From an optimization exercise on the open Yosys and OpenROAD flow, aimed at small area, a short achievable clock period and few clock cycles; shortcuts taken in it are not production practice. Where RTL was checked, it was by simulation tests only, not by an equivalence proof against the original. Power is estimated from default activity; no workload was simulated.

==> flow/design.v <==
module divider
(
	input  wire        clk         ,
	input  wire        rst         ,
	input  wire [63:0] divisor     ,
	input  wire [63:0] dividend    ,
	input  wire [9 :0] inst_op_f3  ,
	input  wire        div_ready   ,
	output wire [63:0] div_rem_data,
	output wire        div_finish  ,
	output wire        busy_o
);
	localparam S_IDLE = 3'd0, S_NORM = 3'd1, S_ITER = 3'd2, S_NEG = 3'd3, S_DONE = 3'd4;
	reg [2:0]  state;
	reg [63:0] rem_r;    
	reg [64:0] dsr_r;    
	reg [63:0] res_r;    
	reg [5:0]  cnt_r;    
	reg [6:0]  lza_r;    
	reg [6:0]  lzb_r;    
	reg        w_r;      
	reg        out_rem_r; 
	reg        a_neg_r;  
	reg        b_neg_r;  
	reg        neg_r;    
	reg        dz_r;     
	reg        one_r;    
	reg        fneg_r;   
	function [10:0] lzc64;
		input [63:0] x;
		integer i;
		reg [31:0] v1; reg [31:0] c1;
		reg [15:0] v2; reg [31:0] c2;
		reg [7:0]  v3; reg [23:0] c3;
		reg [3:0]  v4; reg [15:0] c4;
		reg [1:0]  v5; reg [9:0]  c5;
		begin
			for (i = 0; i < 32; i = i + 1) begin
				v1[i] = x[2*i+1] | x[2*i];
				c1[i] = ~x[2*i+1];
			end
			for (i = 0; i < 16; i = i + 1) begin
				v2[i] = v1[2*i+1] | v1[2*i];
				c2[2*i+:2] = v1[2*i+1] ? {1'b0, c1[2*i+1]} : {1'b1, c1[2*i]};
			end
			for (i = 0; i < 8; i = i + 1) begin
				v3[i] = v2[2*i+1] | v2[2*i];
				c3[3*i+:3] = v2[2*i+1] ? {1'b0, c2[2*(2*i+1)+:2]} : {1'b1, c2[2*(2*i)+:2]};
			end
			for (i = 0; i < 4; i = i + 1) begin
				v4[i] = v3[2*i+1] | v3[2*i];
				c4[4*i+:4] = v3[2*i+1] ? {1'b0, c3[3*(2*i+1)+:3]} : {1'b1, c3[3*(2*i)+:3]};
			end
			for (i = 0; i < 2; i = i + 1) begin
				v5[i] = v4[2*i+1] | v4[2*i];
				c5[5*i+:5] = v4[2*i+1] ? {1'b0, c4[4*(2*i+1)+:4]} : {1'b1, c4[4*(2*i)+:4]};
			end
			lzc64 = {c5[4:0], v5[1] ? {1'b0, c5[9:5]} : {1'b1, c5[4:0]}};
		end
	endfunction
	function [6:0] lz_mag;
		input [63:0] x;
		input        sgn;    
		input        w;      
		reg [10:0] c;
		reg [5:0] c64, c32;
		reg       p64, p32;
		reg [6:0] v64;
		reg [5:0] v32;
		begin
			c   = lzc64({x[63:1] ^ x[62:0], 1'b1});
			c64 = c[5:0];
			c32 = {1'b0, c[10:6]};
			p64 = (x[62:0] & ~x[63:1]) == 63'd0;
			p32 = (x[30:0] & ~x[31:1]) == 31'd0;
			v64 = (x[63] & ~sgn) ? 7'd0 : ({1'b0, c64} + {6'd0, ~(x[63] & p64)});
			v32 = (x[31] & ~sgn) ? 6'd0 : ({1'b0, c32[4:0]} + {5'd0, ~(x[31] & p32)});
			lz_mag = w ? {1'b0, v32} + 7'd32 : v64;
		end
	endfunction
	function [63:0] inc64;
		input [63:0] x;
		input cin;
		integer i, l;
		reg [63:0] pp;
		begin
			pp = x;
			for (l = 0; l < 6; l = l + 1)
				for (i = 63; i >= 0; i = i - 1)
					if ((i >> l) & 1)
						pp[i] = pp[i] & pp[((i >> l) << l) - 1];
			inc64[0] = x[0] ^ cin;
			for (i = 1; i < 64; i = i + 1) inc64[i] = x[i] ^ (pp[i-1] & cin);
		end
	endfunction
	function [65:0] add65;
		input [64:0] x, y;
		input cin;
		integer i, l;
		reg [64:0] g, p, gg, pp;
		begin
			g = x & y; p = x ^ y;
			gg = g; pp = p;
			gg[0] = g[0] | (p[0] & cin);
			for (l = 0; l < 7; l = l + 1)
				for (i = 0; i < 65; i = i + 1)
					if ((i >> l) & 1) begin
						gg[i] = gg[i] | (pp[i] & gg[((i >> l) << l) - 1]);
						pp[i] = pp[i] & pp[((i >> l) << l) - 1];
					end
			add65[0] = p[0] ^ cin;
			for (i = 1; i < 65; i = i + 1) add65[i] = p[i] ^ gg[i-1];
			add65[65] = gg[64];
		end
	endfunction
	wire op_w      = inst_op_f3[6];
	wire op_signed = ~inst_op_f3[0];
	wire op_rem    = inst_op_f3[1];
	wire [63:0] xa = op_w ? {{32{op_signed & dividend[31]}}, dividend[31:0]} : dividend;
	wire [63:0] xb = op_w ? {{32{op_signed & divisor[31]}},  divisor[31:0]}  : divisor;
	wire a_neg  = op_signed & (op_w ? dividend[31] : dividend[63]);
	wire b_neg  = op_signed & (op_w ? divisor[31]  : divisor[63]);
	wire b_zero = (divisor[31:0] == 32'd0) & (op_w | (divisor[63:32] == 32'd0));
	wire b_one  = (xb == 64'd1) | (op_signed & (xb == {64{1'b1}}));
	wire [6:0]  sh      = lzb_r - lza_r;
	wire        early   = dz_r | one_r | (lza_r > lzb_r);
	wire [63:0] neg_in  = (state == S_NEG && !out_rem_r) ? res_r : rem_r;
	wire [63:0] neg_out = inc64(~neg_in, 1'b1);
	wire [64:0] dsr_sh  = dsr_r << sh[5:0];
	wire [65:0] t1 = add65({1'b0, rem_r}, dsr_r, ~b_neg_r);
	wire        q1 = ~t1[64];   
	wire [63:0] r1 = q1 ? t1[63:0] : rem_r;
	wire        last = (cnt_r == 6'd0);
	always @(posedge clk) begin
		if (rst) begin
			state <= S_IDLE;
		end else begin
			case (state)
				S_IDLE: if (div_ready) begin
					state    <= S_NORM;
					rem_r    <= xa;
					dsr_r    <= {b_neg, xb};
					res_r    <= b_one ? (op_rem ? 64'd0 : xa) : {64{b_zero}};
					lza_r    <= lz_mag(dividend, op_signed, op_w);
					lzb_r    <= lz_mag(divisor, op_signed, op_w);
					w_r      <= op_w;
					out_rem_r <= op_rem & ~b_one;
					a_neg_r  <= a_neg;
					b_neg_r  <= b_neg;
					neg_r    <= op_rem ? a_neg : (a_neg ^ b_neg);
					dz_r     <= b_zero;
					one_r    <= b_one;
					fneg_r   <= ~op_rem & b_one & b_neg;
				end
				S_NORM: begin
					if (early) begin
						if (fneg_r)
							res_r <= neg_out;
						state <= fneg_r ? S_DONE : S_IDLE;
					end else begin
						state <= S_ITER;
						if (a_neg_r)
							rem_r <= neg_out;
						dsr_r <= b_neg_r ? dsr_sh : ~dsr_sh;
						cnt_r <= sh[5:0];
						res_r <= 64'd0;
					end
				end
				S_ITER: begin
					rem_r <= r1;
					dsr_r <= {1'b1, dsr_r[64:1]};
					res_r <= {res_r[62:0], q1};
					cnt_r <= cnt_r - 6'd1;
					if (last)
						state <= neg_r ? S_NEG : S_DONE;
				end
				S_NEG: begin
					if (out_rem_r)
						rem_r <= neg_out;
					else
						res_r <= neg_out;
					state <= S_DONE;
				end
				default: state <= S_IDLE;
			endcase
		end
	end
	wire [63:0] res = out_rem_r ? rem_r : res_r;
	assign div_rem_data = w_r ? {{32{res[31]}}, res[31:0]} : res;
	assign div_finish   = (state == S_DONE) | ((state == S_NORM) & early & ~fneg_r);
	assign busy_o       = (state == S_ITER) | (state == S_NEG);
endmodule
==> flow/config.mk <==
export PLATFORM = sky130hd
export DESIGN_NAME = divider
export DESIGN_NICKNAME = divider
export VERILOG_FILES = /design/flow/design.v
export SDC_FILE = /design/flow/constraint.sdc
export NUM_CORES = 4
export LEC_CHECK = 0
export CAP_MARGIN = 20
export CORE_MARGIN = 2
export CORE_UTILIZATION = 40
export SETUP_SLACK_MARGIN = 5
export SLEW_MARGIN = 20
==> flow/constraint.sdc <==
create_clock -name core_clock -period 10.0 [get_ports {clk}]
set_input_delay 2.0000 -clock core_clock [delete_from_list [all_inputs] [get_ports {clk}]]
set_output_delay 2.0000 -clock core_clock [all_outputs]
set_load 0.01 [all_outputs]
run.sh (not shown) runs the stock make flow with config.mk's settings and CLKGATE_MAP_FILE= SYNTH_SCRIPT=/design/flow/synth_recipe.tcl, a recipe that flattens the netlist after the stock synthesis.
Testbench counts at the start, summed over its fixed seeds: cycles 13,401.
Next try:
--- a/flow/design.v
+++ b/flow/design.v
@@ -151,15 +151,13 @@
 					dz_r     <= b_zero;
 					one_r    <= b_one;
 					fneg_r   <= ~op_rem & b_one & b_neg;
 				end
 				S_NORM: begin
 					if (early) begin
-						if (fneg_r)
-							res_r <= neg_out;
-						state <= fneg_r ? S_DONE : S_IDLE;
+						state <= fneg_r ? S_NEG : S_IDLE;
 					end else begin
 						state <= S_ITER;
 						if (a_neg_r)
 							rem_r <= neg_out;
 						dsr_r <= b_neg_r ? dsr_sh : ~dsr_sh;
 						cnt_r <= sh[5:0];
Outcome:
- maximum frequency decreases slightly
- non-clock buffer count increases by 17
- total power increases by a quarter to a third
- critical path depth increases by 5
- design area increases by a few percent
- routed wire length increases slightly
- synthesized cell count decreases by a few percent
Only the layout flow was run in the second run of this note; the RTL was not checked for function there.

========
== north ==
Another version of the RTL of divider (not shown whole).
For scale: roughly 3600 cells after synthesis, ~210 flip-flops, roughly 210 I/O pins.
==> module divider, before the edit <==
module divider
(
	input  wire        clk         ,
	input  wire        rst         ,
	input  wire [63:0] divisor     ,
	input  wire [63:0] dividend    ,
	input  wire [9 :0] inst_op_f3  ,
	input  wire        div_ready   ,
	output wire [63:0] div_rem_data,
	output wire        div_finish  ,
	output wire        busy_o
);
	localparam S_IDLE = 2'd0, S_NORM = 2'd1, S_ITER = 2'd2, S_DONE = 2'd3;
	reg [1:0]  state;
	reg [63:0] rem_r;    
	reg [64:0] dsr_r;    
	reg [63:0] quo_r;    
	reg [4:0]  cnt_r;    
	reg        w_r;      
	reg        rem_op_r; 
	reg        neg_q_r;  
	reg        neg_r_r;  
	reg        dz_r;     
	wire op_w      = inst_op_f3[6];
	wire op_signed = ~inst_op_f3[0];
	wire [63:0] xa = op_w ? {{32{op_signed & dividend[31]}}, dividend[31:0]} : dividend;
	wire [63:0] xb = op_w ? {{32{op_signed & divisor[31]}},  divisor[31:0]}  : divisor;
	wire a_neg = op_signed & xa[63];
	wire b_neg = op_signed & xb[63];
	wire [63:0] abs_a = a_neg ? (~xa + 64'd1) : xa;
	wire [63:0] abs_b = b_neg ? (~xb + 64'd1) : xb;
	wire b_zero = op_w ? (divisor[31:0] == 32'd0) : (divisor == 64'd0);
	function [5:0] lzc64;
		input [63:0] x;
		integer i;
		reg [31:0] v1; reg [31:0] c1;
		reg [15:0] v2; reg [31:0] c2;
		reg [7:0]  v3; reg [23:0] c3;
		reg [3:0]  v4; reg [15:0] c4;
		reg [1:0]  v5; reg [9:0]  c5;
		begin
			for (i = 0; i < 32; i = i + 1) begin
				v1[i] = x[2*i+1] | x[2*i];
				c1[i] = ~x[2*i+1];
			end
			for (i = 0; i < 16; i = i + 1) begin
				v2[i] = v1[2*i+1] | v1[2*i];
				c2[2*i+:2] = v1[2*i+1] ? {1'b0, c1[2*i+1]} : {1'b1, c1[2*i]};
			end
			for (i = 0; i < 8; i = i + 1) begin
				v3[i] = v2[2*i+1] | v2[2*i];
				c3[3*i+:3] = v2[2*i+1] ? {1'b0, c2[2*(2*i+1)+:2]} : {1'b1, c2[2*(2*i)+:2]};
			end
			for (i = 0; i < 4; i = i + 1) begin
				v4[i] = v3[2*i+1] | v3[2*i];
				c4[4*i+:4] = v3[2*i+1] ? {1'b0, c3[3*(2*i+1)+:3]} : {1'b1, c3[3*(2*i)+:3]};
			end
			for (i = 0; i < 2; i = i + 1) begin
				v5[i] = v4[2*i+1] | v4[2*i];
				c5[5*i+:5] = v4[2*i+1] ? {1'b0, c4[4*(2*i+1)+:4]} : {1'b1, c4[4*(2*i)+:4]};
			end
			lzc64 = v5[1] ? {1'b0, c5[9:5]} : {1'b1, c5[4:0]};
		end
	endfunction
	wire [5:0] lz_a = lzc64(rem_r);
	wire [5:0] lz_b = lzc64(dsr_r[63:0]);
	wire [5:0] sh   = lz_b[5:0] - lz_a[5:0];
	wire [64:0] dsr_aligned = {dsr_r[63:0], 1'b0} << {sh[5:1], 1'b0};
	wire zero_quo = dz_r | (rem_r < dsr_r[63:0]);
	wire [65:0] t1 = {2'b0, rem_r} - {1'b0, dsr_r};
	wire        q1 = ~t1[65];
	wire [63:0] r1 = q1 ? t1[63:0] : rem_r;
	wire [64:0] d1 = {1'b0, dsr_r[64:1]};
	wire [65:0] t2 = {2'b0, r1} - {1'b0, d1};
	wire        q2 = ~t2[65];
	wire [63:0] r2 = q2 ? t2[63:0] : r1;
	always @(posedge clk) begin
		if (rst) begin
			state <= S_IDLE;
		end else begin
			case (state)
				S_IDLE: if (div_ready) begin
					state    <= S_NORM;
					rem_r    <= abs_a;
					dsr_r    <= {1'b0, abs_b};
					quo_r    <= {64{b_zero}};
					w_r      <= op_w;
					rem_op_r <= inst_op_f3[1];
					neg_q_r  <= (a_neg ^ b_neg) & ~b_zero;
					neg_r_r  <= a_neg;
					dz_r     <= b_zero;
				end
				S_NORM: begin
					if (zero_quo) begin
						state <= S_IDLE;
					end else begin
						state <= S_ITER;
						dsr_r <= dsr_aligned;
						cnt_r <= sh[5:1];
					end
				end
				S_ITER: begin
					rem_r <= r2;
					dsr_r <= {2'b0, dsr_r[64:2]};
					quo_r <= {quo_r[61:0], q1, q2};
					cnt_r <= cnt_r - 5'd1;
					if (cnt_r == 5'd0)
						state <= S_DONE;
				end
				S_DONE: state <= S_IDLE;
			endcase
		end
	end
	wire [63:0] res_mag = rem_op_r ? rem_r : quo_r;
	wire        res_neg = rem_op_r ? neg_r_r : neg_q_r;
	wire [63:0] res     = res_neg ? (~res_mag + 64'd1) : res_mag;
	assign div_rem_data = w_r ? {{32{res[31]}}, res[31:0]} : res;
	assign div_finish   = (state == S_DONE) | ((state == S_NORM) & zero_quo);
	assign busy_o       = (state == S_ITER);
endmodule
Settings: LEC_CHECK=0, CAP_MARGIN=20, CORE_MARGIN=2, CORE_UTILIZATION=40, SLEW_MARGIN=20; clock period 10.0 ns.
Testbench counts of north, summed over its fixed seeds: cycles 14,195.
For south, these inputs were changed with respect to north:
-- flow/design.v --
<<< north, line 14
	reg [1:0]  state;
	reg [63:0] rem_r;    
	reg [64:0] dsr_r;    
	reg [63:0] quo_r;    
	reg [4:0]  cnt_r;    
	reg        w_r;      
	reg        rem_op_r; 
>>> south, line 14
	reg [1:0]  state;
	reg [63:0] rem_r;    
	reg [63:0] dsr_r;    
	reg [63:0] quo_r;    
	reg [5:0]  cnt_r;    
	reg        w_r;      
	reg        rem_op_r; 
<<< north, line 64
	endfunction
	wire [5:0] lz_a = lzc64(rem_r);
	wire [5:0] lz_b = lzc64(dsr_r[63:0]);
	wire [5:0] sh   = lz_b[5:0] - lz_a[5:0];
	wire [64:0] dsr_aligned = {dsr_r[63:0], 1'b0} << {sh[5:1], 1'b0};
	wire zero_quo = dz_r | (rem_r < dsr_r[63:0]);
	wire [65:0] t1 = {2'b0, rem_r} - {1'b0, dsr_r};
	wire        q1 = ~t1[65];
	wire [63:0] r1 = q1 ? t1[63:0] : rem_r;
	wire [64:0] d1 = {1'b0, dsr_r[64:1]};
	wire [65:0] t2 = {2'b0, r1} - {1'b0, d1};
	wire        q2 = ~t2[65];
	wire [63:0] r2 = q2 ? t2[63:0] : r1;
	always @(posedge clk) begin
		if (rst) begin
>>> south, line 64
	endfunction
	wire [5:0] lz_a = lzc64(rem_r);
	wire [5:0] lz_b = lzc64(dsr_r);
	wire [5:0] sh   = lz_b - lz_a;
	wire [64:0] t1 = {1'b0, rem_r} - {1'b0, dsr_r};
	wire        q1 = ~t1[64];
	wire [63:0] r1 = q1 ? t1[63:0] : rem_r;
	wire zero_quo = dz_r | ~q1;
	always @(posedge clk) begin
		if (rst) begin
<<< north, line 83
					state    <= S_NORM;
					rem_r    <= abs_a;
					dsr_r    <= {1'b0, abs_b};
					quo_r    <= {64{b_zero}};
					w_r      <= op_w;
>>> south, line 78
					state    <= S_NORM;
					rem_r    <= abs_a;
					dsr_r    <= abs_b;
					quo_r    <= {64{b_zero}};
					w_r      <= op_w;
<<< north, line 96
					end else begin
						state <= S_ITER;
						dsr_r <= dsr_aligned;
						cnt_r <= sh[5:1];
					end
				end
				S_ITER: begin
					rem_r <= r2;
					dsr_r <= {2'b0, dsr_r[64:2]};
					quo_r <= {quo_r[61:0], q1, q2};
					cnt_r <= cnt_r - 5'd1;
					if (cnt_r == 5'd0)
						state <= S_DONE;
				end
>>> south, line 91
					end else begin
						state <= S_ITER;
						dsr_r <= dsr_r << sh;
						cnt_r <= sh;
					end
				end
				S_ITER: begin
					rem_r <= r1;
					dsr_r <= {1'b0, dsr_r[63:1]};
					quo_r <= {quo_r[62:0], q1};
					cnt_r <= cnt_r - 6'd1;
					if (cnt_r == 6'd0)
						state <= S_DONE;
				end
Min clock period minus worst slack across south and north: south
The standard cells in south occupy less silicon area than those in north do.
Changes observed in south relative to north: final net count moved down; multiplexer area fraction after synthesis rose by 2.4 points; tap cell count fell by 16%; overall power after layout fell about 27%; worst hold slack now sits higher.
north → south: mean number of vias per cell moved up, worst path required time moved down, total power per unit cell area moved down, core occupancy in the finished layout moved up, routing usage on met3 moved up.
Between south and north, the area occupied by multi-input gates is lower for south.
Testbench counts of south, summed over its fixed seeds: cycles 22,072.

-- static timing again, ports no longer ideal --
In the flow no input, the clock included, has a driving cell. The finished layouts below were timed again as built, in two steps.
Step 1: set_driving_cell puts a clkbuf_16 on clk and a buf_2 on each other input, an assumption about the parent block.
Step 2 also shifts input and output timing later by t, the mid clock arrival at the registers, as if the neighbouring blocks saw the same clock.
a / b / c = ideal ports / drivers / drivers and shift; a / b = the first two.
run	t (ns)	setup slack, ns	worst setup path at the end	worst slew at a driven data input, ns	cell pins on the clock port's net
the first run of note 1	0.671	4.972 / 4.904 / 4.408	input to register	0.09	1
the second run of note 1	0.664	4.923 / 4.962 / 4.298	input to register	0.08	1
north	0.622	1.596 / 1.596 / 1.596	register to register	0.11	1
south	0.653	2.009 / 1.945 / 2.598	register to output	0.07	1
After both steps setup and hold are still met in every run listed. For the second run of note 1, which loses most, drivers alone change the setup slack by +0.039 ns; drivers and shift together by -0.625 ns.
